Context: an optimization exercise on an open-source flow, tuned for small area. The choices shown serve that exercise and are no tape-out recipe.
Only simulation tests tie the RTL to the original design; equivalence was not proved.
Power is estimated from default activity; no workload was simulated.

==> design/flow/design.v <==
module the_game(CLK, rst, stage_plus, shoot, pause, plate_move_r, plate_move_l, LightR, LightG, LightB, chooseCol, enable);
  input CLK;
  wire CLK;
  input rst;
  wire rst;
  input stage_plus;
  wire stage_plus;
  input shoot;
  wire shoot;
  input pause;
  wire pause;
  input plate_move_r;
  wire plate_move_r;
  input plate_move_l;
  wire plate_move_l;
  output [7:0] LightR;
  wire [7:0] LightR;
  output [7:0] LightG;
  wire [7:0] LightG;
  output [7:0] LightB;
  wire [7:0] LightB;
  output [2:0] chooseCol;
  reg [2:0] chooseCol;
  output enable;
  wire enable;
  wire [3:0] _000_;
  wire [3:0] _001_;
  wire _002_;
  wire _003_;
  wire _004_;
  wire _005_;
  wire _006_;
  wire _007_;
  wire _008_;
  wire _009_;
  wire _010_;
  wire _011_;
  wire _012_;
  wire _013_;
  wire _014_;
  wire _015_;
  wire _016_;
  wire _017_;
  wire _018_;
  wire _019_;
  wire _020_;
  wire _021_;
  wire _022_;
  wire _023_;
  wire _024_;
  wire _025_;
  wire _026_;
  wire _027_;
  wire _028_;
  wire _029_;
  wire _030_;
  wire _031_;
  wire _032_;
  wire _033_;
  wire _034_;
  wire _035_;
  wire _036_;
  wire _037_;
  wire _038_;
  wire _039_;
  wire _040_;
  wire _041_;
  wire _042_;
  wire _043_;
  wire _044_;
  wire _045_;
  wire _046_;
  wire _047_;
  wire _048_;
  wire _049_;
  wire _050_;
  wire _051_;
  wire _052_;
  wire _053_;
  wire _054_;
  wire _055_;
  wire _056_;
  wire _057_;
  wire _058_;
  wire _059_;
  wire _060_;
  wire _061_;
  wire _062_;
  wire _063_;
  wire _064_;
  wire _065_;
  wire _066_;
  wire _067_;
  wire _068_;
  wire _069_;
  wire _070_;
  wire _071_;
  wire _072_;
  wire _073_;
  wire _074_;
  wire _075_;
  wire _076_;
  wire _077_;
  wire _078_;
  wire _079_;
  wire _080_;
  wire _081_;
  wire _082_;
  wire _083_;
  wire _084_;
  wire _085_;
  wire _086_;
  wire _087_;
  wire _088_;
  wire _089_;
  wire _090_;
  wire _091_;
  wire _092_;
  wire _093_;
  wire _094_;
  wire _095_;
  wire _096_;
  wire _097_;
  wire _098_;
  wire _099_;
  wire _100_;
  wire _101_;
  wire _102_;
  wire _103_;
  wire _104_;
  wire _105_;
  wire _106_;
  wire _107_;
  wire _108_;
  wire _109_;
  wire _110_;
  wire _111_;
  wire _112_;
  wire _113_;
  wire _114_;
  wire _115_;
  wire _116_;
  wire _117_;
  wire _118_;
  wire _119_;
  wire _120_;
  wire _121_;
  wire _122_;
  wire _123_;
  wire _124_;
  wire _125_;
  wire _126_;
  wire _127_;
  wire _128_;
  wire _129_;
  wire _130_;
  wire _131_;
  wire _132_;
  wire _133_;
  wire _134_;
  wire _135_;
  wire _136_;
  wire _137_;
  wire _138_;
  wire _139_;
  wire _140_;
  wire _141_;
  wire _142_;
  wire _143_;
  wire _144_;
  wire _145_;
  wire _146_;
  wire _147_;
  wire _148_;
  wire _149_;
  wire _150_;
  wire _151_;
  wire _152_;
  wire _153_;
  wire _154_;
  wire _155_;
  wire _156_;
  wire _157_;
  wire _158_;
  wire _159_;
  wire _160_;
  wire _161_;
  wire _162_;
  wire _163_;
  wire _164_;
  wire _165_;
  wire _166_;
  wire _167_;
  wire _168_;
  wire _169_;
  wire _170_;
  wire _171_;
  wire _172_;
  wire _173_;
  wire _174_;
  wire _175_;
  wire _176_;
  wire _177_;
  wire _178_;
  wire _179_;
  wire _180_;
  wire _181_;
  wire _182_;
  wire _183_;
  wire _184_;
  wire _185_;
  wire _186_;
  wire _187_;
  wire _188_;
  wire _189_;
  wire _190_;
  wire _191_;
  wire _192_;
  wire _193_;
  wire _194_;
  wire _195_;
  wire _196_;
  wire _197_;
  wire _198_;
  wire _199_;
  wire _200_;
  wire _201_;
  wire _202_;
  wire _203_;
  wire _204_;
  wire _205_;
  wire _206_;
  wire _207_;
  wire _208_;
  wire _209_;
  wire _210_;
  wire _211_;
  wire _212_;
  wire _213_;
  wire _214_;
  wire _215_;
  wire _216_;
  wire _217_;
  wire _218_;
  wire _219_;
  wire _220_;
  wire _221_;
  wire _222_;
  wire _223_;
  wire _224_;
  wire _225_;
  wire _226_;
  wire _227_;
  wire _228_;
  wire _229_;
  wire _230_;
  wire _231_;
  wire _232_;
  wire _233_;
  wire _234_;
  wire _235_;
  wire _236_;
  wire _237_;
  wire _238_;
  wire _239_;
  wire _240_;
  wire _241_;
  wire _242_;
  wire _243_;
  wire _244_;
  wire _245_;
  wire _246_;
  wire _247_;
  wire _248_;
  wire _249_;
  wire _250_;
  wire _251_;
  wire _252_;
  wire _253_;
  wire _254_;
  wire _255_;
  wire _256_;
  wire _257_;
  wire _258_;
  wire _259_;
  wire _260_;
  wire _261_;
  wire _262_;
  wire _263_;
  wire _264_;
  wire _265_;
  wire _266_;
  wire _267_;
  wire _268_;
  wire _269_;
  wire _270_;
  wire _271_;
  wire _272_;
  wire _273_;
  wire _274_;
  wire _275_;
  wire _276_;
  wire _277_;
  wire _278_;
  wire _279_;
  wire _280_;
  wire _281_;
  wire _282_;
  wire _283_;
  wire _284_;
  wire _285_;
  wire _286_;
  wire _287_;
  wire _288_;
  wire _289_;
  wire _290_;
  wire _291_;
  wire _292_;
  wire _293_;
  wire _294_;
  wire _295_;
  wire _296_;
  wire _297_;
  wire _298_;
  wire _299_;
  wire _300_;
  wire _301_;
  wire _302_;
  wire _303_;
  wire _304_;
  wire _305_;
  wire _306_;
  wire _307_;
  wire _308_;
  wire _309_;
  wire _310_;
  wire _311_;
  wire _312_;
  wire _313_;
  wire _314_;
  wire _315_;
  wire _316_;
  wire _317_;
  wire _318_;
  wire _319_;
  wire _320_;
  wire _321_;
  wire _322_;
  wire _323_;
  wire _324_;
  wire _325_;
  wire _326_;
  wire _327_;
  wire _328_;
  wire _329_;
  wire _330_;
  wire _331_;
  wire _332_;
  wire _333_;
  wire _334_;
  wire _335_;
  wire _336_;
  wire _337_;
  wire _338_;
  wire _339_;
  wire _340_;
  wire _341_;
  wire _342_;
  wire _343_;
  wire _344_;
  wire _345_;
  wire _346_;
  wire _347_;
  wire _348_;
  wire _349_;
  wire _350_;
  wire _351_;
  wire _352_;
  wire _353_;
  wire _354_;
  wire _355_;
  wire _356_;
  wire _357_;
  wire _358_;
  wire _359_;
  wire _360_;
  wire _361_;
  wire _362_;
  wire _363_;
  wire _364_;
  wire _365_;
  wire _366_;
  wire _367_;
  wire _368_;
  wire _369_;
  wire _370_;
  wire _371_;
  wire _372_;
  wire _373_;
  wire _374_;
  wire _375_;
  wire _376_;
  wire _377_;
  wire _378_;
  wire _379_;
  wire _380_;
  wire _381_;
  wire _382_;
  wire _383_;
  reg [3:0] \E[0] ;
  reg [3:0] \E[1] ;
  reg [3:0] \E[2] ;
  reg [3:0] \E[3] ;
  reg [3:0] \E[4] ;
  reg [3:0] \E[5] ;
  reg [3:0] \E[6] ;
  reg [3:0] \E[7] ;
  reg [3:0] \R[0] ;
  reg [3:0] \R[1] ;
  reg [3:0] \R[2] ;
  reg [3:0] \R[3] ;
  reg [3:0] \R[4] ;
  reg [3:0] \R[5] ;
  reg [3:0] \R[6] ;
  reg [3:0] \R[7] ;
  reg [3:0] ball_x;
  reg [3:0] ball_y;
  reg cDS;
  reg cS;
  reg cU;
  reg cUO;
  reg cUS;
  reg [7:0] gc;
  reg gt;
  reg [1:0] h1r;
  reg h1v;
  reg [1:0] h2c;
  reg h2v;
  reg hs;
  reg lp;
  reg [2:0] ms;
  reg [5:0] pc;
  reg [2:0] plate_xl;
  reg pt;
  wire scan;
  reg shot;
  wire side;
  reg started;
  wire tick;
  reg [2:0] tmp_x;
  wire [5:0] u;
  assign _061_ = lp | ~(shot);
  assign side = ms[0] & ~(_061_);
  assign _062_ = ball_x[1] & ball_x[2];
  assign _063_ = ~(_062_ & ball_x[0]);
  assign _064_ = ~(ball_x[1] | ball_x[2]);
  assign _065_ = _064_ & ~(ball_x[0]);
  assign _066_ = ~_065_;
  assign _067_ = side ? _063_ : _066_;
  assign _068_ = ~(_067_ | ball_x[3]);
  assign _069_ = ms[1] & ~(_061_);
  assign _070_ = _069_ & ~(ms[2]);
  assign _071_ = _068_ & ~(_070_);
  assign _072_ = ~ball_x[2];
  assign _073_ = _065_ & ~(_070_);
  assign _074_ = ~(_073_ | _062_);
  assign _075_ = ~(_070_ | ball_x[0]);
  assign _076_ = ~((_075_ | _072_) & (_074_ | _068_));
  assign _077_ = _071_ | ~(_076_);
  assign _078_ = _077_ ^ plate_xl[2];
  assign _079_ = ~(_075_ ^ ball_x[1]);
  assign _080_ = ~(_079_ | _071_);
  assign _081_ = plate_xl[1] & ~(_080_);
  assign _082_ = ~plate_xl[1];
  assign _083_ = ~(_080_ & _082_);
  assign _034_ = ~plate_xl[0];
  assign _084_ = _070_ ^ ball_x[0];
  assign _085_ = _084_ & ~(_034_);
  assign _086_ = ~((_085_ | _081_) & _083_);
  assign _087_ = _078_ & ~(_086_);
  assign _088_ = _083_ & ~(_081_);
  assign _089_ = _034_ & ~(_084_);
  assign _090_ = _088_ | ~(_089_);
  assign _091_ = ~ms[2];
  assign _092_ = _068_ & ~(_091_);
  assign _093_ = _092_ | ball_x[3];
  assign _094_ = _065_ & ~(_091_);
  assign _095_ = _094_ ^ _093_;
  assign _096_ = _090_ & ~(_095_);
  assign _097_ = ~((_081_ | _078_) & _096_);
  assign _098_ = ~(_097_ | _087_);
  assign _099_ = ball_y[2] | ball_y[1];
  assign _100_ = ball_y[0] & ~(ball_y[3]);
  assign _101_ = _099_ | ~(_100_);
  assign _102_ = _070_ & ~(_101_);
  assign _103_ = ball_y[3] | ball_y[0];
  assign _104_ = ball_y[1] & ~(ball_y[2]);
  assign _105_ = _103_ | ~(_104_);
  assign _106_ = ~(_069_ & ms[2]);
  assign _107_ = ~(_106_ | _105_);
  assign _108_ = _107_ | _102_;
  assign _109_ = _108_ & _098_;
  assign _110_ = ms[2] & ~(_061_);
  assign _111_ = _110_ & ~(ms[1]);
  assign _112_ = ball_y[2] & ball_y[1];
  assign _113_ = _112_ & _100_;
  assign _114_ = side & ~(_063_);
  assign _115_ = ball_x[3] ? _114_ : _067_;
  assign _116_ = cU & ~(ball_x[3]);
  assign _117_ = ~_116_;
  assign _118_ = _117_ & ~(_113_);
  assign _119_ = ~_118_;
  assign _120_ = ~((_119_ & cDS) | cS);
  assign _121_ = ~(_118_ & cUS);
  assign _122_ = ~(_121_ & _120_);
  assign _123_ = ~((_122_ & _115_) | (_113_ & _068_));
  assign _124_ = _123_ ^ ms[0];
  assign _125_ = _111_ & ~(_124_);
  assign _126_ = _118_ & ~(ms[2]);
  assign _127_ = _126_ | ms[1];
  assign _128_ = side & ~(_092_);
  assign _129_ = ~((_128_ & _127_) | _125_);
  assign _130_ = _088_ | _085_;
  assign _131_ = _109_ ? _130_ : _129_;
  assign _132_ = ~((_111_ & _068_) | _080_);
  assign _133_ = _132_ ^ _125_;
  assign _134_ = _084_ ^ _082_;
  assign _135_ = _109_ ? _134_ : _133_;
  assign _136_ = ~(_135_ | _080_);
  assign _137_ = _135_ & _080_;
  assign _138_ = _131_ ? _136_ : _137_;
  assign _020_ = ~(_138_ ^ _077_);
  assign _019_ = ~_135_;
  assign _139_ = ~_084_;
  assign _018_ = _109_ ? _034_ : _139_;
  assign _140_ = ball_y[2] & ~(ball_y[1]);
  assign _141_ = ~(_140_ | _104_);
  assign _142_ = ball_y[1] & ~(ball_y[0]);
  assign _143_ = ball_y[1] | ~(ball_y[0]);
  assign _144_ = ~_110_;
  assign _145_ = cS & ~(ball_x[3]);
  assign _146_ = ~(_145_ & cUO);
  assign _147_ = ball_x[0] ? _062_ : _064_;
  assign _148_ = ~(_147_ | _146_);
  assign _149_ = cUS & ~(cS);
  assign _150_ = ~((_149_ & _115_) | _148_);
  assign _151_ = _118_ & ~(_069_);
  assign _152_ = ~((_150_ | _144_) & _151_);
  assign _153_ = ~((_152_ & _143_) | _142_);
  assign _024_ = _153_ ^ _141_;
  assign _154_ = _143_ & ~(_142_);
  assign _155_ = _109_ | ~(_152_);
  assign _023_ = _154_ ? _152_ : _155_;
  assign _156_ = ~ball_y[0];
  assign _022_ = _156_ & ~(_109_);
  assign _157_ = plate_move_l | ~(plate_xl[1]);
  assign _158_ = plate_xl[1] | ~(plate_move_l);
  assign _159_ = _158_ & _157_;
  assign _035_ = _159_ ^ _034_;
  assign _160_ = pause | ~(shot);
  assign _161_ = ~shot;
  assign _162_ = ~(ms[0] | ms[1]);
  assign _163_ = ms[0] & ms[1];
  assign _164_ = ~(_163_ | _162_);
  assign _165_ = ~((_164_ & _161_) | (_069_ & pause));
  assign _038_ = ~((_160_ | _155_) & _165_);
  assign _166_ = ~ms[0];
  assign _167_ = ~((side & pause) | (_161_ & _166_));
  assign _037_ = ~((_131_ | pause) & _167_);
  assign _168_ = ~cS;
  assign _169_ = ~pause;
  assign _170_ = ~(_111_ & _169_);
  assign _171_ = _170_ | ~(_115_);
  assign _040_ = _171_ | _168_;
  assign _172_ = ~(chooseCol[0] ^ ball_x[0]);
  assign _173_ = ~(_172_ | side);
  assign _174_ = chooseCol[0] | ~(ball_x[0]);
  assign _175_ = chooseCol[2] ^ ball_x[2];
  assign _176_ = chooseCol[1] & ~(ball_x[1]);
  assign _177_ = ball_x[1] & ~(chooseCol[1]);
  assign _178_ = _177_ | _176_;
  assign _179_ = ~(_178_ | _175_);
  assign _180_ = _175_ ? _176_ : _177_;
  assign _181_ = _178_ & ~(_180_);
  assign _182_ = _174_ ? _179_ : _181_;
  assign _183_ = side & ~(_172_);
  assign _184_ = ~chooseCol[0];
  assign _185_ = ~_179_;
  assign _186_ = ~_180_;
  assign _187_ = _184_ ? _185_ : _186_;
  assign _188_ = ~_187_;
  assign _017_ = ~((_188_ & _183_) | (_182_ & _173_));
  assign _016_ = ~((_188_ & _173_) | (_183_ & _182_));
  assign _013_ = ~(_179_ & _172_);
  assign _189_ = ~_100_;
  assign _190_ = ball_x[3] | ~(started);
  assign _191_ = _190_ | _013_;
  assign _192_ = _191_ | _189_;
  assign LightG[3] = _192_ | ~(_104_);
  assign LightG[2] = _191_ | _105_;
  assign LightG[1] = _192_ | _099_;
  assign _193_ = _191_ | _103_;
  assign LightG[0] = _193_ | _099_;
  assign _194_ = ~(lp | shot);
  assign _195_ = ~hs;
  assign _196_ = h2c[1] & hs;
  assign _197_ = h2c[0] ? _195_ : _196_;
  assign _198_ = ~_197_;
  assign _199_ = _198_ & ~(_182_);
  assign _200_ = ~(h2c[1] | h2c[0]);
  assign _201_ = ~(_200_ ^ _172_);
  assign _202_ = _201_ & h2v;
  assign _203_ = _199_ | ~(_202_);
  assign _204_ = ~((_197_ & _187_) | _203_);
  assign _205_ = ~(_172_ & h1v);
  assign _206_ = ~((_186_ & _195_) | _205_);
  assign _207_ = ~((_181_ | _195_) & _206_);
  assign _208_ = h1r[0] & ~(_207_);
  assign _209_ = ~(h1r[1] ^ ball_y[1]);
  assign _210_ = ball_y[2] & ~(_209_);
  assign _211_ = ~((_210_ & _208_) | (_204_ & _140_));
  assign _212_ = ~(lp | ball_y[0]);
  assign _213_ = ~(_207_ | h1r[0]);
  assign _214_ = _213_ & _210_;
  assign _215_ = ~_214_;
  assign _216_ = ball_y[0] & ~(lp);
  assign _217_ = ~((_216_ & _215_) | (_212_ & _211_));
  assign _218_ = ~(ms[1] | ms[2]);
  assign _219_ = ~(ms[1] & ms[2]);
  assign _220_ = _218_ | ~(_219_);
  assign _221_ = chooseCol[2] ^ chooseCol[1];
  assign _222_ = ~(chooseCol[1] ^ chooseCol[0]);
  assign _223_ = _222_ | ~(_221_);
  assign _224_ = _220_ & ~(_223_);
  assign _225_ = ms[2] & ~(chooseCol[0]);
  assign _226_ = ~(chooseCol[2] | ms[0]);
  assign _227_ = ~(_226_ & _225_);
  assign _228_ = ~(_227_ | _224_);
  assign _229_ = chooseCol[2] & chooseCol[1];
  assign _230_ = ~(_163_ & _091_);
  assign _231_ = _229_ & ~(_230_);
  assign _232_ = ~lp;
  assign _233_ = chooseCol[2] & ms[2];
  assign _234_ = _233_ & ~(_166_);
  assign _235_ = _234_ & ~(ms[1]);
  assign _236_ = _235_ | _232_;
  assign _237_ = ~(_236_ | _231_);
  assign _238_ = ~(_221_ & _162_);
  assign _239_ = chooseCol[0] & ms[2];
  assign _240_ = _162_ & ~(_239_);
  assign _241_ = _221_ & _218_;
  assign _242_ = ~((_241_ | _240_) & _238_);
  assign _243_ = _242_ & _237_;
  assign _244_ = ~_243_;
  assign _245_ = ~((_244_ | _228_) & (_217_ | \R[0] [2]));
  assign _246_ = _245_ & ~(_194_);
  assign LightB[6] = ~_246_;
  assign _247_ = _209_ & ~(_141_);
  assign _248_ = ~((_247_ & _208_) | (_204_ & _104_));
  assign _249_ = ~((_248_ & _216_) | (_215_ & _212_));
  assign _250_ = _225_ & ~(_238_);
  assign _251_ = ~_233_;
  assign _252_ = ms[1] & ~(chooseCol[0]);
  assign _253_ = ms[1] & ~(chooseCol[2]);
  assign _254_ = ~_253_;
  assign _255_ = ~chooseCol[1];
  assign _256_ = _239_ & ~(_255_);
  assign _257_ = ~((_256_ & _254_) | (_252_ & _251_));
  assign _258_ = ~((_257_ | _166_) & _237_);
  assign _259_ = _091_ & ~(_242_);
  assign _260_ = _259_ | _258_;
  assign _261_ = _240_ & _223_;
  assign _262_ = ~((_223_ & ms[2]) | ms[0]);
  assign _263_ = ~((_262_ | _241_) & (_222_ | ms[1]));
  assign _264_ = ~((_239_ | _255_) & _253_);
  assign _265_ = _252_ | chooseCol[1];
  assign _266_ = ~((_265_ & _234_) | _232_);
  assign _267_ = ~((_264_ | _166_) & _266_);
  assign _268_ = _267_ | ~(_263_);
  assign _269_ = ~((_261_ & ms[2]) | _268_);
  assign _270_ = ~_269_;
  assign _271_ = _219_ | ~(_229_);
  assign _272_ = _230_ & ~(_235_);
  assign _273_ = ~(_272_ & _271_);
  assign _274_ = ~((_273_ & chooseCol[0]) | (_270_ & _260_));
  assign _275_ = ~_274_;
  assign _276_ = ~((_275_ | _250_) & (_249_ | \R[0] [1]));
  assign _277_ = _276_ & ~(_194_);
  assign LightB[5] = ~_277_;
  assign _278_ = _247_ & _213_;
  assign _279_ = ~_278_;
  assign _280_ = ~((_279_ & _216_) | (_248_ & _212_));
  assign _281_ = ~((_280_ | \R[0] [0]) & _270_);
  assign _282_ = _281_ & ~(_194_);
  assign LightB[4] = ~_282_;
  assign _283_ = u[0] & u[1];
  assign scan = _283_ & u[2];
  assign _284_ = ~scan;
  assign _285_ = _103_ | ~(_112_);
  assign _286_ = ~(_285_ | _191_);
  assign _287_ = lp | ~(\E[0] [2]);
  assign _288_ = _286_ | ~(_287_);
  assign _000_[2] = _284_ ? \E[1] [2] : _288_;
  assign _289_ = _140_ & ~(_192_);
  assign _290_ = \E[0] [1] & ~(lp);
  assign _291_ = _290_ | _289_;
  assign _000_[1] = _284_ ? \E[1] [1] : _291_;
  assign _292_ = _140_ & ~(_193_);
  assign _293_ = \E[0] [0] & ~(lp);
  assign _294_ = _293_ | _292_;
  assign _000_[0] = _284_ ? \E[1] [0] : _294_;
  assign _295_ = ~_245_;
  assign _001_[2] = _284_ ? \R[1] [2] : _295_;
  assign _296_ = ~_276_;
  assign _001_[1] = _284_ ? \R[1] [1] : _296_;
  assign _297_ = ~_281_;
  assign _001_[0] = _284_ ? \R[1] [0] : _297_;
  assign _012_ = ~pc[0];
  assign _298_ = pc[1] & pc[0];
  assign _299_ = ~(pc[4] & pc[5]);
  assign _300_ = pc[2] | pc[3];
  assign _301_ = _300_ | _299_;
  assign _302_ = _298_ & ~(_301_);
  assign _015_ = ~_302_;
  assign _011_ = ~gc[0];
  assign _303_ = gc[1] & gc[0];
  assign _304_ = _303_ | gc[2];
  assign _305_ = ~(gc[3] & gc[0]);
  assign _306_ = ~(gc[6] & gc[7]);
  assign _307_ = gc[4] | gc[5];
  assign _308_ = _307_ | _306_;
  assign _309_ = _308_ | _305_;
  assign _014_ = _309_ | _304_;
  assign _029_ = ~gt;
  assign tick = _029_ & ~(_014_);
  assign LightG[6] = ~((_287_ & _246_) | _286_);
  assign _310_ = ~_290_;
  assign LightG[5] = ~((_310_ & _277_) | _289_);
  assign _311_ = ~_293_;
  assign LightG[4] = ~((_311_ & _282_) | _292_);
  assign _007_ = rst | ~(_014_);
  assign _008_ = _302_ | rst;
  assign _312_ = _163_ ^ _091_;
  assign _313_ = ~(_109_ & _169_);
  assign _314_ = _089_ | _085_;
  assign _315_ = _313_ ? _144_ : _314_;
  assign _039_ = ~((_312_ | shot) & _315_);
  assign _316_ = ~plate_xl[2];
  assign _317_ = ~(plate_xl[1] | plate_xl[0]);
  assign _318_ = ~((_317_ | _316_) & plate_move_r);
  assign _319_ = _318_ & ~(plate_move_l);
  assign _320_ = _158_ | plate_xl[0];
  assign _321_ = _302_ & ~(pt);
  assign _322_ = ~((_320_ | plate_xl[2]) & _321_);
  assign _003_ = ~(_322_ | _319_);
  assign _323_ = _098_ | ~(_102_);
  assign _324_ = shoot & ~(pause);
  assign _325_ = _160_ & ~(_324_);
  assign _326_ = _325_ | ~(tick);
  assign _004_ = _323_ & ~(_326_);
  assign _327_ = _110_ | _109_;
  assign _328_ = ~(tick & _169_);
  assign _005_ = _327_ & ~(_328_);
  assign _329_ = ~((stage_plus & _169_) | shot);
  assign _006_ = tick & ~(_329_);
  assign _330_ = ~_148_;
  assign _331_ = _171_ | _330_;
  assign _009_ = ~((_331_ | _119_) & _110_);
  assign _332_ = _131_ ^ side;
  assign _042_ = _169_ & ~(_332_);
  assign _043_ = ~_042_;
  assign _333_ = _117_ | _069_;
  assign _334_ = _333_ | _325_;
  assign _033_ = ~((_334_ & _331_) | _113_);
  assign _335_ = ~((_118_ | _168_) & _330_);
  assign _336_ = _335_ | _120_;
  assign _041_ = _336_ | _171_;
  assign _032_ = _122_ & ~(_171_);
  assign _031_ = _324_ | shot;
  assign _002_ = ~((_232_ & pause) | shot);
  assign _337_ = _223_ ? _240_ : _220_;
  assign _338_ = _337_ | _258_;
  assign _339_ = ball_y[0] & ~(_211_);
  assign _340_ = ~(_209_ & _156_);
  assign _341_ = _141_ & ~(_340_);
  assign _342_ = ~(\R[0] [3] | lp);
  assign _343_ = ~_342_;
  assign _344_ = ~((_341_ & _213_) | _343_);
  assign _345_ = _344_ & ~(_339_);
  assign _346_ = _338_ & ~(_345_);
  assign _347_ = ~_346_;
  assign _348_ = ~((_347_ & _112_) | (_276_ & _140_));
  assign _349_ = ~((_281_ & _104_) | (_245_ & _140_));
  assign _026_ = ~((_349_ | _189_) & (_348_ | _103_));
  assign _350_ = plate_xl[0] ? _157_ : _158_;
  assign _036_ = _350_ ^ _316_;
  assign _351_ = ~((_281_ & _140_) | (_245_ & _112_));
  assign _028_ = ~((_351_ | _189_) & (_285_ | _296_));
  assign _027_ = ~((_351_ | _103_) & (_348_ | _189_));
  assign _352_ = ~(_346_ | _194_);
  assign LightB[7] = ~_352_;
  assign _353_ = \E[0] [3] & ~(lp);
  assign _354_ = ~_353_;
  assign _355_ = _113_ & ~(_191_);
  assign LightG[7] = ~((_354_ & _352_) | _355_);
  assign _356_ = chooseCol[2] & ~(tmp_x[2]);
  assign _357_ = tmp_x[1] & ~(chooseCol[1]);
  assign _358_ = chooseCol[2] | ~(tmp_x[2]);
  assign _359_ = _358_ & ~(_357_);
  assign _360_ = _359_ & ~(_356_);
  assign _361_ = tmp_x[0] | ~(chooseCol[0]);
  assign _362_ = chooseCol[1] & ~(tmp_x[1]);
  assign _363_ = chooseCol[0] | ~(tmp_x[0]);
  assign _364_ = _362_ ? _361_ : _363_;
  assign _365_ = _357_ & _356_;
  assign _366_ = ~((_365_ & _361_) | (_364_ & _360_));
  assign LightB[0] = _366_ | ~(started);
  assign _367_ = _355_ | _353_;
  assign _000_[3] = _284_ ? \E[1] [3] : _367_;
  assign _001_[3] = _284_ ? \R[1] [3] : _346_;
  assign _368_ = ~(_112_ & ball_y[0]);
  assign _369_ = _152_ | _368_;
  assign _370_ = _099_ | ball_y[0];
  assign _371_ = _370_ | ~(_152_);
  assign _372_ = _371_ ^ ball_y[3];
  assign _025_ = _369_ & ~(_372_);
  assign _373_ = _020_ ? _064_ : _062_;
  assign _021_ = _373_ ^ ball_x[3];
  assign _374_ = _298_ & pc[2];
  assign _375_ = _374_ & pc[3];
  assign _376_ = _375_ & pc[4];
  assign _060_ = _376_ ^ pc[5];
  assign _059_ = _375_ ^ pc[4];
  assign _058_ = _374_ ^ pc[3];
  assign _057_ = _298_ ^ pc[2];
  assign _056_ = pc[1] ^ pc[0];
  assign _030_ = ~pt;
  assign _377_ = _303_ & gc[2];
  assign _378_ = _377_ & gc[3];
  assign _379_ = _378_ & gc[4];
  assign _380_ = _379_ & gc[5];
  assign _381_ = _380_ & gc[6];
  assign _055_ = _381_ ^ gc[7];
  assign _054_ = _380_ ^ gc[6];
  assign _053_ = _379_ ^ gc[5];
  assign _052_ = _378_ ^ gc[4];
  assign _051_ = _377_ ^ gc[3];
  assign _050_ = _304_ & ~(_377_);
  assign _049_ = gc[1] ^ gc[0];
  assign _382_ = ~(scan & chooseCol[0]);
  assign _048_ = _382_ ? chooseCol[2] : _221_;
  assign _383_ = ~_222_;
  assign _047_ = scan ? _383_ : chooseCol[1];
  assign _046_ = scan ^ chooseCol[0];
  assign _045_ = _283_ ^ u[2];
  assign _044_ = u[0] ^ u[1];
  assign _010_ = ~u[0];
  always @(posedge CLK)
    if (tick) tmp_x[0] <= plate_xl[0];
  always @(posedge CLK)
    if (tick) tmp_x[1] <= plate_xl[1];
  always @(posedge CLK)
    if (tick) tmp_x[2] <= plate_xl[2];
  always @(posedge CLK)
    if (tick) hs <= side;
  always @(posedge CLK)
    if (tick) h1v <= _032_;
  always @(posedge CLK)
    if (tick) h2v <= _033_;
  always @(posedge CLK)
    if (tick) h1r[0] <= _040_;
  always @(posedge CLK)
    if (tick) h1r[1] <= _041_;
  always @(posedge CLK)
    if (tick)
      if (_009_) h2c[0] <= 1'h0;
      else h2c[0] <= _042_;
  always @(posedge CLK)
    if (tick)
      if (_009_) h2c[1] <= 1'h0;
      else h2c[1] <= _043_;
  always @(posedge CLK)
    if (rst) started <= 1'h0;
    else if (tick) started <= 1'h1;
  always @(posedge CLK)
    if (rst) lp <= 1'h0;
    else if (tick) lp <= _002_;
  always @(posedge CLK)
    if (rst) shot <= 1'h0;
    else if (tick) shot <= _031_;
  always @(posedge CLK)
    if (rst) ms[0] <= 1'h0;
    else if (_006_) ms[0] <= _037_;
  always @(posedge CLK)
    if (rst) ms[1] <= 1'h0;
    else if (_006_) ms[1] <= _038_;
  always @(posedge CLK)
    if (rst) ms[2] <= 1'h0;
    else if (_006_) ms[2] <= _039_;
  always @(posedge CLK)
    if (rst) ball_x[0] <= 1'h0;
    else if (_005_) ball_x[0] <= _018_;
  always @(posedge CLK)
    if (rst) ball_x[1] <= 1'h0;
    else if (_005_) ball_x[1] <= _019_;
  always @(posedge CLK)
    if (rst) ball_x[2] <= 1'h1;
    else if (_005_) ball_x[2] <= _020_;
  always @(posedge CLK)
    if (rst) ball_x[3] <= 1'h0;
    else if (_005_) ball_x[3] <= _021_;
  always @(posedge CLK)
    if (rst) ball_y[0] <= 1'h1;
    else if (_004_) ball_y[0] <= _022_;
  always @(posedge CLK)
    if (rst) ball_y[1] <= 1'h0;
    else if (_004_) ball_y[1] <= _023_;
  always @(posedge CLK)
    if (rst) ball_y[2] <= 1'h0;
    else if (_004_) ball_y[2] <= _024_;
  always @(posedge CLK)
    if (rst) ball_y[3] <= 1'h0;
    else if (_004_) ball_y[3] <= _025_;
  always @(posedge CLK)
    if (!_013_) cU <= _026_;
  always @(posedge CLK)
    if (!_016_) cS <= _027_;
  always @(posedge CLK)
    if (!_016_) cDS <= _028_;
  always @(posedge CLK)
    if (!_016_) cUS <= _026_;
  always @(posedge CLK)
    if (!_017_) cUO <= _026_;
  always @(posedge CLK)
    if (scan) \R[0] [0] <= \R[1] [0];
  always @(posedge CLK)
    if (scan) \R[0] [1] <= \R[1] [1];
  always @(posedge CLK)
    if (scan) \R[0] [2] <= \R[1] [2];
  always @(posedge CLK)
    if (scan) \R[0] [3] <= \R[1] [3];
  always @(posedge CLK)
    if (scan) \E[0] [0] <= \E[1] [0];
  always @(posedge CLK)
    if (scan) \E[0] [1] <= \E[1] [1];
  always @(posedge CLK)
    if (scan) \E[0] [2] <= \E[1] [2];
  always @(posedge CLK)
    if (scan) \E[0] [3] <= \E[1] [3];
  always @(posedge CLK)
    if (rst) plate_xl[0] <= 1'h1;
    else if (_003_) plate_xl[0] <= _034_;
  always @(posedge CLK)
    if (rst) plate_xl[1] <= 1'h1;
    else if (_003_) plate_xl[1] <= _035_;
  always @(posedge CLK)
    if (rst) plate_xl[2] <= 1'h0;
    else if (_003_) plate_xl[2] <= _036_;
  always @(posedge CLK)
    if (_008_) pc[0] <= 1'h0;
    else if (!pause) pc[0] <= _012_;
  always @(posedge CLK)
    if (_008_) pc[1] <= 1'h0;
    else if (!pause) pc[1] <= _056_;
  always @(posedge CLK)
    if (_008_) pc[2] <= 1'h0;
    else if (!pause) pc[2] <= _057_;
  always @(posedge CLK)
    if (_008_) pc[3] <= 1'h0;
    else if (!pause) pc[3] <= _058_;
  always @(posedge CLK)
    if (_008_) pc[4] <= 1'h0;
    else if (!pause) pc[4] <= _059_;
  always @(posedge CLK)
    if (_008_) pc[5] <= 1'h0;
    else if (!pause) pc[5] <= _060_;
  always @(posedge CLK)
    if (rst) pt <= 1'h0;
    else if (!_015_) pt <= _030_;
  always @(posedge CLK)
    if (_007_) gc[0] <= 1'h0;
    else if (!pause) gc[0] <= _011_;
  always @(posedge CLK)
    if (_007_) gc[1] <= 1'h0;
    else if (!pause) gc[1] <= _049_;
  always @(posedge CLK)
    if (_007_) gc[2] <= 1'h0;
    else if (!pause) gc[2] <= _050_;
  always @(posedge CLK)
    if (_007_) gc[3] <= 1'h0;
    else if (!pause) gc[3] <= _051_;
  always @(posedge CLK)
    if (_007_) gc[4] <= 1'h0;
    else if (!pause) gc[4] <= _052_;
  always @(posedge CLK)
    if (_007_) gc[5] <= 1'h0;
    else if (!pause) gc[5] <= _053_;
  always @(posedge CLK)
    if (_007_) gc[6] <= 1'h0;
    else if (!pause) gc[6] <= _054_;
  always @(posedge CLK)
    if (_007_) gc[7] <= 1'h0;
    else if (!pause) gc[7] <= _055_;
  always @(posedge CLK)
    if (rst) gt <= 1'h0;
    else if (!_014_) gt <= _029_;
  reg \u_reg[0] ;
  always @(posedge CLK)
    if (rst) \u_reg[0]  <= 1'h0;
    else \u_reg[0]  <= _010_;
  assign u[0] = \u_reg[0] ;
  reg \u_reg[1] ;
  always @(posedge CLK)
    if (rst) \u_reg[1]  <= 1'h0;
    else \u_reg[1]  <= _044_;
  assign u[1] = \u_reg[1] ;
  reg \u_reg[2] ;
  always @(posedge CLK)
    if (rst) \u_reg[2]  <= 1'h1;
    else \u_reg[2]  <= _045_;
  assign u[2] = \u_reg[2] ;
  always @(posedge CLK)
    if (rst) chooseCol[0] <= 1'h0;
    else chooseCol[0] <= _046_;
  always @(posedge CLK)
    if (rst) chooseCol[1] <= 1'h0;
    else chooseCol[1] <= _047_;
  always @(posedge CLK)
    if (rst) chooseCol[2] <= 1'h0;
    else chooseCol[2] <= _048_;
  always @(posedge CLK)
    \R[1] [0] <= \R[2] [0];
  always @(posedge CLK)
    \R[1] [1] <= \R[2] [1];
  always @(posedge CLK)
    \R[1] [2] <= \R[2] [2];
  always @(posedge CLK)
    \R[1] [3] <= \R[2] [3];
  always @(posedge CLK)
    \R[2] [0] <= \R[3] [0];
  always @(posedge CLK)
    \R[2] [1] <= \R[3] [1];
  always @(posedge CLK)
    \R[2] [2] <= \R[3] [2];
  always @(posedge CLK)
    \R[2] [3] <= \R[3] [3];
  always @(posedge CLK)
    \R[3] [0] <= \R[4] [0];
  always @(posedge CLK)
    \R[3] [1] <= \R[4] [1];
  always @(posedge CLK)
    \R[3] [2] <= \R[4] [2];
  always @(posedge CLK)
    \R[3] [3] <= \R[4] [3];
  always @(posedge CLK)
    \R[4] [0] <= \R[5] [0];
  always @(posedge CLK)
    \R[4] [1] <= \R[5] [1];
  always @(posedge CLK)
    \R[4] [2] <= \R[5] [2];
  always @(posedge CLK)
    \R[4] [3] <= \R[5] [3];
  always @(posedge CLK)
    \R[5] [0] <= \R[6] [0];
  always @(posedge CLK)
    \R[5] [1] <= \R[6] [1];
  always @(posedge CLK)
    \R[5] [2] <= \R[6] [2];
  always @(posedge CLK)
    \R[5] [3] <= \R[6] [3];
  always @(posedge CLK)
    \R[6] [0] <= \R[7] [0];
  always @(posedge CLK)
    \R[6] [1] <= \R[7] [1];
  always @(posedge CLK)
    \R[6] [2] <= \R[7] [2];
  always @(posedge CLK)
    \R[6] [3] <= \R[7] [3];
  always @(posedge CLK)
    \R[7] [0] <= _001_[0];
  always @(posedge CLK)
    \R[7] [1] <= _001_[1];
  always @(posedge CLK)
    \R[7] [2] <= _001_[2];
  always @(posedge CLK)
    \R[7] [3] <= _001_[3];
  always @(posedge CLK)
    \E[1] [0] <= \E[2] [0];
  always @(posedge CLK)
    \E[1] [1] <= \E[2] [1];
  always @(posedge CLK)
    \E[1] [2] <= \E[2] [2];
  always @(posedge CLK)
    \E[1] [3] <= \E[2] [3];
  always @(posedge CLK)
    \E[2] [0] <= \E[3] [0];
  always @(posedge CLK)
    \E[2] [1] <= \E[3] [1];
  always @(posedge CLK)
    \E[2] [2] <= \E[3] [2];
  always @(posedge CLK)
    \E[2] [3] <= \E[3] [3];
  always @(posedge CLK)
    \E[3] [0] <= \E[4] [0];
  always @(posedge CLK)
    \E[3] [1] <= \E[4] [1];
  always @(posedge CLK)
    \E[3] [2] <= \E[4] [2];
  always @(posedge CLK)
    \E[3] [3] <= \E[4] [3];
  always @(posedge CLK)
    \E[4] [0] <= \E[5] [0];
  always @(posedge CLK)
    \E[4] [1] <= \E[5] [1];
  always @(posedge CLK)
    \E[4] [2] <= \E[5] [2];
  always @(posedge CLK)
    \E[4] [3] <= \E[5] [3];
  always @(posedge CLK)
    \E[5] [0] <= \E[6] [0];
  always @(posedge CLK)
    \E[5] [1] <= \E[6] [1];
  always @(posedge CLK)
    \E[5] [2] <= \E[6] [2];
  always @(posedge CLK)
    \E[5] [3] <= \E[6] [3];
  always @(posedge CLK)
    \E[6] [0] <= \E[7] [0];
  always @(posedge CLK)
    \E[6] [1] <= \E[7] [1];
  always @(posedge CLK)
    \E[6] [2] <= \E[7] [2];
  always @(posedge CLK)
    \E[6] [3] <= \E[7] [3];
  always @(posedge CLK)
    \E[7] [0] <= _000_[0];
  always @(posedge CLK)
    \E[7] [1] <= _000_[1];
  always @(posedge CLK)
    \E[7] [2] <= _000_[2];
  always @(posedge CLK)
    \E[7] [3] <= _000_[3];
  assign u[5:3] = chooseCol;
  assign enable = 1'h1;
  assign LightB[3:1] = 3'h7;
  assign LightR = { LightB[7:4], 4'hf };
endmodule
==> design/flow/flow/run.sh <==
#!/bin/bash
# Own layout flow: the standard synthesis, its combinational logic re-mapped
# for area (flip-flops untouched), then the standard layout with port buffers
# of buf_1 and a clock tree of clkbuf_4 without dummy loads.
set -u
R=orfs/results/sky130hd/the_game/base
LIB=$FLOW_HOME/platforms/sky130hd/lib/sky130_fd_sc_hd__tt_025C_1v80.lib
bash standard.sh synth > standard_synth.log 2>&1 || exit 1
cp $LIB lib.lib
python3 flow/prep.py lib.lib $R/1_2_yosys.v prep.v > prep.log 2>&1
if yosys -s flow/resynth.ys > resynth.log 2>&1 &&
   python3 flow/prep.py lib.lib resynth.v resynth_assigns.v > prep2.log 2>&1 &&
   yosys -s flow/equiv.ys > equiv.log 2>&1; then
	cp $R/1_2_yosys.v standard_1_2_yosys.v
	cp resynth.v $R/1_2_yosys.v
	rm -f $R/1_synth.odb
	echo "re-mapped netlist used" > resynth_used.txt
else
	echo "re-mapping failed; standard netlist kept" > resynth_used.txt
fi
rm -f lib.lib
export BUFFER_PORTS_ARGS="-buffer_cell sky130_fd_sc_hd__buf_1"
export CTS_ARGS="-sink_clustering_enable -repair_clock_nets -dont_use_dummy_load -buf_list sky130_fd_sc_hd__clkbuf_4 -sink_buffer_max_cap_derate 0.5"
bash standard.sh > standard.log 2>&1
==> design/flow/flow/equiv.ys <==
# The re-mapped netlist against the standard one, both with their cells
# written as assigns and the flip-flops modelled in ffmodels.v.
read_verilog flow/ffmodels.v
read_verilog prep.v
rename the_game gold
read_verilog resynth_assigns.v
rename the_game gate
proc
flatten gold gate
rename -hide gold/w:_*_ gate/w:_*_
opt_clean
equiv_make gold gate equiv
hierarchy -top equiv
equiv_simple
equiv_induct
equiv_status -assert
==> design/flow/flow/ffmodels.v <==
module sky130_fd_sc_hd__dfxtp_1(input CLK, input D, output reg Q); always @(posedge CLK) Q <= D; endmodule
module sky130_fd_sc_hd__edfxtp_1(input CLK, input D, input DE, output reg Q); always @(posedge CLK) if (DE) Q <= D; endmodule
==> design/flow/flow/prep.py <==
#!/usr/bin/env python3
"""Read a yosys netlist mapped to sky130_fd_sc_hd cells. Write it back with every
combinational cell replaced by an assign of its liberty function; flip-flops
(and anything without a plain function) stay as they are."""
import re, sys
lib_path, src_path, out_path = sys.argv[1:4]
lib = open(lib_path).read()

def block(text, start):
    i = start; depth = 1
    while depth:
        c = text[i]
        if c == '{': depth += 1
        elif c == '}': depth -= 1
        i += 1
    return text[start:i]

funcs = {}   # cell -> {outpin: verilog expr over pin names} for combinational cells
for m in re.finditer(r'\bcell\s*\(\s*"?(sky130_fd_sc_hd__\w+)"?\s*\)\s*\{', lib):
    body = block(lib, m.end())
    if re.search(r'\b(ff|latch|statetable)\s*\(', body):
        continue
    outs = {}
    ok = True
    for pm in re.finditer(r'(?<![\w])pin\s*\(\s*"?(\w+)"?\s*\)\s*\{', body):
        pb = block(body, pm.end())
        d = re.search(r'direction\s*:\s*"?(\w+)', pb)
        if d and d.group(1) == 'output':
            f = re.search(r'function\s*:\s*"([^"]+)"', pb)
            if not f: ok = False; break
            e = f.group(1).replace('!', '~').replace('*', '&').replace('+', '|')
            e = re.sub(r'(\w|\))\s+(?=[\w(~])', r'\1 & ', e)
            outs[pm.group(1)] = e
    if ok and outs:
        funcs[m.group(1)] = outs

src = open(src_path).read()
inst_re = re.compile(r'^\s*(sky130_fd_sc_hd__\w+)\s+(\S+)\s*\((.*?)\);', re.S | re.M)
out = []
pos = 0
n_conv = 0
for m in inst_re.finditer(src):
    cell, name, conns = m.group(1), m.group(2), m.group(3)
    if cell not in funcs:
        continue
    pins = dict(re.findall(r'\.(\w+)\s*\(\s*(.*?)\s*\)\s*(?:,|$)', conns.strip(), re.S))
    text = ''
    for o, e in funcs[cell].items():
        if o not in pins or pins[o] == '':
            continue
        expr = re.sub(r'\b([A-Z]\w*)\b', lambda mm: '(' + pins[mm.group(1)] + ' )' if mm.group(1) in pins else mm.group(0), e)
        text += '  assign %s = %s;\n' % (pins[o] + ' ', expr)
    out.append(src[pos:m.start()])
    out.append(text)
    pos = m.end()
    n_conv += 1
out.append(src[pos:])
open(out_path, 'w').write(''.join(out))
print('converted', n_conv, 'cells', file=sys.stderr)
==> design/flow/flow/resynth.ys <==
# Re-map the combinational logic of the standard synthesis netlist (prep.v:
# its combinational cells written as assigns, its flip-flops kept as they are)
# with an area-oriented ABC script.
read_liberty -lib lib.lib
read_verilog prep.v
hierarchy -top the_game
proc
opt_clean
techmap
opt -fast
abc -liberty lib.lib -dont_use sky130_fd_sc_hd__probe_p_8 -dont_use sky130_fd_sc_hd__probec_p_8 -dont_use sky130_fd_sc_hd__lpflow_* -dont_use sky130_fd_sc_hd__ha_* -dont_use sky130_fd_sc_hd__fa_* -script +strash;dc2;dch,-f;amap;strash;dc2;dch,-f;amap;topo
opt_clean -purge
hilomap -singleton -hicell sky130_fd_sc_hd__conb_1 HI -locell sky130_fd_sc_hd__conb_1 LO
insbuf -buf sky130_fd_sc_hd__buf_4 A X
opt_clean -purge
stat -liberty lib.lib
check -assert -mapped
write_verilog -noattr -nohex -nodec resynth.v
==> design/flow/standard.sh <==
#!/bin/bash
# synth_recipe.tcl (not shown) runs the flow's synth.tcl, then flattens the netlist and writes it again
# the make line also repeats each setting of config.mk as NAME=value (left out here)
make -C /OpenROAD-flow-scripts/flow DESIGN_CONFIG=/design/flow/config.mk WORK_HOME=/design/flow/orfs CLKGATE_MAP_FILE= SYNTH_SCRIPT=/design/flow/synth_recipe.tcl "${@:-finish}"
==> design/flow/config.mk <==
export PLATFORM = sky130hd
export DESIGN_NAME = the_game
export DESIGN_NICKNAME = the_game
export VERILOG_FILES = /design/flow/design.v
export SDC_FILE = /design/flow/constraint.sdc
export NUM_CORES = 8
export LEC_CHECK = 0
export ABC_AREA = 1
export ABC_CLOCK_PERIOD_IN_PS = 12000
export CAP_MARGIN = 20
export CORE_MARGIN = 2
export CORE_UTILIZATION = 60
export PLACE_DENSITY = 0.7
export SLEW_MARGIN = 20
==> design/flow/constraint.sdc <==
create_clock -name core_clock -period 12.0 [get_ports {CLK}]
set_input_delay 2.4000 -clock core_clock [delete_from_list [all_inputs] [get_ports {CLK}]]
set_output_delay 2.4000 -clock core_clock [all_outputs]
set_load 0.01 [all_outputs]
==> results of run 1 <==
[metrics by stage]
stage | instances | hold WS [ps] | utilization [%]
finish | 687 | 303 | 65.7
global placement | 670 | 310 | 64.1
floorplan | 553 | 310 | -
detailed placement | 670 | 312 | 64.1
global route | 687 | 311 | 65.7
CTS | 687 | 309 | 65.7
[cell usage in the layout, fill, tap and decap left out, types with 2 or more instances in the layout]
cell and instances:
clkbuf_4 17, a31oi_1 5, nor2_1 112, o21ai_0 39
a22o_1 2, edfxtp_1 23, o22ai_1 17, and3_1 3
o32ai_1 7, o221a_1 2, o32a_1 4, or3_1 9
dfxtp_1 95, o211ai_1 3, a211oi_1 10, nor3_1 17
nand4_1 3, a21oi_1 26, nor2b_1 6, o21a_1 5
nand3_1 5, conb_1 8, a22oi_1 7, clkinv_1 54
o221ai_1 5, and2_0 3, nand2_1 45, o22a_1 4
o2111a_1 2, a221oi_1 3, or2_0 3, nand2b_1 2
nor4_1 3, buf_1 26
[final cells by class]
class	instances	area (sq um)	area share [%]
flip-flops and latches	118	2590	51.0
multi-input cells	369	1920	37.9
inverters	54	203	3.99
well taps	102	128	2.51
repair buffers	27	105	2.07
clock buffers	17	128	2.51
[critical path, stage by stage, from the launching register on]
cell and delay (ps):
dfxtp_1 570, clkinv_1 260, o22ai_1 340, clkinv_1 140
o22ai_1 160, nor2b_1 200, o21ai_0 170, a221oi_1 310
o21ai_0 240, o22ai_1 270, a2111oi_0 150, a31oi_1 320
o21bai_1 210, nor2_1 70, nor2_1 90, buf_1 150
[how the worst max path moves through the flow]
stage,start,cells past startpoint,endpoint,slack [ps]
after global routing,chooseCol[2],15,LightG[7],5120
after CTS,chooseCol[2],15,LightG[7],5520
final,chooseCol[2],15,LightG[7],5450
after detailed placement,chooseCol[2],15,LightG[7],6090
after global placement,chooseCol[1],13,LightG[5],6150
after floorplan,chooseCol[2],14,LightG[7],6840
[per-layer routing]
| layer | vias up | part of all wire (%) |
|---|---|---|
| met2 | 219 | 47 |
| met1 | 1919 | 43 |
| met3 | 43 | 7.9 |
| met4 | 0 | 2.8 |
| li1 | 2006 | - |
| met5 | - | 0 |
[report_power, final]
group,switching [mW],total [mW],internal (mW),leakage (nW)
combinational,0.0163,0.0245,0.00819,0.670
sequential,0.0113,0.452,0.440,0.997
clock,0.119,0.184,0.0647,0.0782
==> results.yml, run 1 <==
clock_tree:
  cts_made_buffers: 17
  clk_root_buffer_cell: "clkbuf_4"
  ctsLongestPathBuffers: 2
  cts_resized: 0
  cts.htree.levels: 4
  clk_pin_slew_worst_paths_ps: 110
  tritoncts_clock_tree: "built"
  worst_skew_pair.late_latency_ps: 520
  postCtsHoldBufs: 0
  cts_num_sinks: 118
  number_of_buffers_inserted_by_post_cts_setup_repair: 0
worst_hold_path:
  min_path_type: "flip-flop to flip-flop"
  destination_of_the_worst_hold_path: "R[1][0]"
  hp_start: "R[2][0]"
  worstHoldPathCells: 0
cells_and_area:
  share_of_cells_above_drive_strength_1_pct: 3.25
  design_area_sq_mm: 0.00508
  fill_cells: 664
  antennaDiodeCount: 0
  finalNetCount: 594
  largest_registers: "E (32), R (32), gc (8)"
  layout-area-overhead-vs-synth_pct: 6.25
floorplan:
  boundaryPins: 35
  initial_core_util_pct: 61.9
  core_area_sq_mm: 0.00773
  fp-row-count: 32
  fp.dieArea_sq_mm: 0.00870
  die_y_um: 93.3
  die_w_um: 93.3
synth:
  syn-cell-area_sq_mm: 0.00478
  yosysWarningCount: 1
  mapped_cells: 546
  syn_area_per_cell_sq_um: 8.76
timing:
  tightestPinTransition_ps: 811
  part_of_the_cycle_the_worst_path_needs_pct: 54.6
  finalHoldViolations: 0
  clock_skew_ps: 56.8
  setup_tns_ps: 0
  max-slew-margin-rel_pct: 45.9
  setup_repair_after_global_routing_missed_its_margin: "no"
  clock.fmax_mhz: 153
  slew_violations: 0
  setup-violations-final: 0
  layout_setup_ws_ps: 5450
  finalCriticalPeriod_ps: 6550
critical_path:
  timing.setup.critical_path_class: "flip-flop to primary output"
  rr_startpoint: "ms[0]"
  worstSetupEndpointType: "primary output"
  endpoint_of_the_worst_register_to_register_path: "ball_x[3]"
  r2r_cells: 24
  timing.critical_path.arrival_ps: 4150
  worst-endpoint-required_ps: 9600
  timing.critical_path.fanout_max: 10
  rrSetupSlack_ps: 6410
  startpoint_type: "flip-flop"
pwr:
  power.density_cell_area_mw_per_mm2: 130
  design_power_total_mw: 0.660
  vdd.ir_drop.worst_uv: 105
  leakage_power_nw: 1.75
flow_run:
  drv_cap: 0
route:
  drc_marker_count_from_the_first_detailed_route_iteration: 551
  viasPerCell: 6.09
  wirelength_mm: 11.7
  drc_errors: 0
  total_number_of_vias: 4187
  detail-route-antenna-nets: 0
  detailedRoute.firstPassIterationCount: 6
  routedWlPerCell_um: 17.0
grt:
  grt_max_degree: 19
  grt-ovfl-total: 0
  grt.met2_usage_pct: 46.0
  grtUsageMet1_pct: 37.8
  global_route_wire_length_before_repair_mm: 19.1
  grt_busiest_layer: "met2"
  grt.total_usage_pct: 28.7
  antenna_violations_before_repair: 0
  met3_usage_pct: 6.85
  number_of_global_route_vias_before_repair: 3930
placement:
  total_of_buffers_placed_on_input_and_output_ports: 26
  gp_routability_congestion: 0.943
  dp_worst_setup_slack_ps: 6090
  dp_hpwl_mm: 8.59
  cell_area_reported_after_detailed_placement_sq_mm: 0.00495
outcome:
  run_status: "finished clean"
==> run 2, diff against run 1 <==
--- a/design/flow/flow/run.sh
+++ b/design/flow/flow/run.sh
@@ -20,5 +20,5 @@
 fi
 rm -f lib.lib
 export BUFFER_PORTS_ARGS="-buffer_cell sky130_fd_sc_hd__buf_1"
-export CTS_ARGS="-sink_clustering_enable -repair_clock_nets -dont_use_dummy_load -buf_list sky130_fd_sc_hd__clkbuf_4 -sink_buffer_max_cap_derate 0.5"
+export CTS_ARGS="-sink_clustering_enable -repair_clock_nets -dont_use_dummy_load -buf_list sky130_fd_sc_hd__clkbuf_8"
 bash standard.sh > standard.log 2>&1
==> results.yml, run 2 <==
outcome:
  run_status: "finished clean"
route:
  detailedRoute.firstPassIterationCount: 6
  wirelength_mm: 11.8
  drc_errors: 0
  routedWlPerCell_um: 17.2
  total_number_of_vias: 4206
  detail-route-antenna-nets: 0
  viasPerCell: 6.12
  drc_marker_count_from_the_first_detailed_route_iteration: 580
cells_and_area:
  antennaDiodeCount: 0
  largest_registers: "E (32), R (32), gc (8)"
  finalNetCount: 594
  final_cell_count_no_fill: 687
  layout.cells.most_common: "nor2_1"
  layout-area-overhead-vs-synth_pct: 8.48
  multiInputGateArea_sq_mm: 0.00192
  final-seq-area_sq_mm: 0.00259
  fill_cells: 653
  share_of_cells_above_drive_strength_1_pct: 3.25
  layout_common_cells: "112 x nor2_1, 95 x dfxtp_1, 54 x clkinv_1"
clock_tree:
  cts_resized: 0
  cts_made_buffers: 17
  clk_root_buffer_cell: "clkbuf_8"
  postCtsHoldBufs: 0
  ctsLongestPathBuffers: 2
  tritoncts_clock_tree: "built"
  cts_num_sinks: 118
  clk_pin_slew_worst_paths_ps: 70
  worst_skew_pair.late_latency_ps: 430
  cts.htree.levels: 4
  number_of_buffers_inserted_by_post_cts_setup_repair: 0
grt:
  grt.total_usage_pct: 28.9
  grt-ovfl-total: 0
  number_of_global_route_vias_before_repair: 3991
  antenna_violations_before_repair: 0
  global_route_wire_length_before_repair_mm: 19.2
  grt_max_degree: 19
timing:
  finalCriticalPeriod_ps: 6480
  setup_repair_after_global_routing_missed_its_margin: "no"
  max-slew-margin-rel_pct: 44.9
  slew_violations: 0
  part_of_the_cycle_the_worst_path_needs_pct: 54.0
  clock.fmax_mhz: 154
  tightestPinTransition_ps: 826
  finalHoldViolations: 0
  setup_tns_ps: 0
  clock_skew_ps: 35.0
  setup-violations-final: 0
floorplan:
  fp-row-count: 32
  die_w_um: 93.3
  fp.dieArea_sq_mm: 0.00870
  core_area_sq_mm: 0.00773
  boundaryPins: 35
  die_y_um: 93.3
  initial_core_util_pct: 61.9
worst_hold_path:
  worstHoldPathCells: 0
  min_path_type: "flip-flop to flip-flop"
flow_run:
  drv_cap: 0
placement:
  gp_routability_congestion: 0.943
  total_of_buffers_placed_on_input_and_output_ports: 26
  dp_hpwl_mm: 8.59
  place.detailed.instances: 670
critical_path:
  startpoint_type: "flip-flop"
  r2r_cells: 24
  worst-endpoint-required_ps: 9600
  timing.critical_path.arrival_ps: 4080
  worstSetupEndpointType: "primary output"
  timing.setup.critical_path_class: "flip-flop to primary output"
  timing.critical_path.fanout_max: 10
synth:
  yosysWarningCount: 1
  syn_area_per_cell_sq_um: 8.76
  mapped_cells: 546
  syn-cell-area_sq_mm: 0.00478
pwr:
  leakage_power_nw: 1.79
  vdd.ir_drop.worst_uv: 127
  power.density_cell_area_mw_per_mm2: 141
[run 2: cell types whose count changed in the layout (fill, tap and decap cells not counted)]
cell and change:
clkbuf_8 +17, clkbuf_4 -17
[run 2: layout make-up]
cell class / instances / share of cell area (%)
multi-input cells: 369 / 37.1
flip-flops and latches: 118 / 50.0
clock buffers: 17 / 4.51
inverters: 54 / 3.91
repair buffers: 27 / 2.03
well taps: 102 / 2.46
[run 2: worst max-delay path: stages, from the launching register on]
cell and delay, ps:
dfxtp_1 550, clkinv_1 260, o22ai_1 340, clkinv_1 130
o22ai_1 150, nor2b_1 200, o21ai_0 190, a221oi_1 330
o21ai_0 250, o22ai_1 270, a2111oi_0 150, a31oi_1 310
o21bai_1 210, nor2_1 70, nor2_1 90, buf_1 150
[run 2: per-layer routing]
metal  part of all wire (%)  vias up  global-route usage [%]  wire length [um]
met5                      0        -                       0                 0
met4                    3.5        0                    13.6               409
met3                    8.7       47                    7.17              1030
met2                     46      234                    45.9              5440
met1                     42     1923                    37.2              4940
li1                       -     2002                       -                 -
[run 2: worst paths after layout]
kind | startpoint | slack (ps) | endpoint
hold reg to reg | E[5][1] | 310 | E[4][1]
setup / recovery | chooseCol[2] | 5520 | LightG[7]
setup reg to reg | ms[0] | 6520 | ball_x[3]
hold / removal | E[5][1] | 310 | E[4][1]
[run 2: through the flow]
stage	cell area [sq um]	setup WS (ps)	utilization (%)	hold slack [ps]	power, mW
after global placement	4950	6150	64.1	310	0.482
final	5190	5520	67.1	313	0.729
after CTS	5190	5610	67.1	314	0.733
after detailed placement	4950	6090	64.1	312	0.485
after floorplan	4810	6840	-	310	0.473
after global routing	5190	5230	67.1	317	0.756
[run 2: power breakdown]
part / total (mW) / switching [mW] / internal [mW]
logic: 0.0249 / 0.0167 / 0.00820
clock network: 0.252 / 0.128 / 0.124
registers: 0.452 / 0.0112 / 0.441

-- re-timing with driven ports --
How much do the figures lean on ideal ports? The routed layouts below were timed once more, with nothing changed but the port constraints.
Step 1 sets driving cells, clkbuf_16 on the clock port and buf_2 on the other inputs (assumed; they add their load-dependent delay and slew).
Step 2 moves the port delays by t, midway between the first and last clock arrival at a register: inputs arrive t later, outputs are due t later. That takes back most of the time a late clock gives input paths.
a / b / c = no drivers / after step 1 / after step 2; a / b = the first two.
run	t (ns)	setup WS [ns]	slew at the worst register clock pin (ns)	worst data-port slew with drivers (ns)
run 1	0.518	5.450 / 5.418 / 5.937	0.12 / 0.13	0.04
run 2	0.444	5.523 / 5.489 / 5.933	0.08 / 0.08	0.04
After both steps every run listed still meets setup and hold.
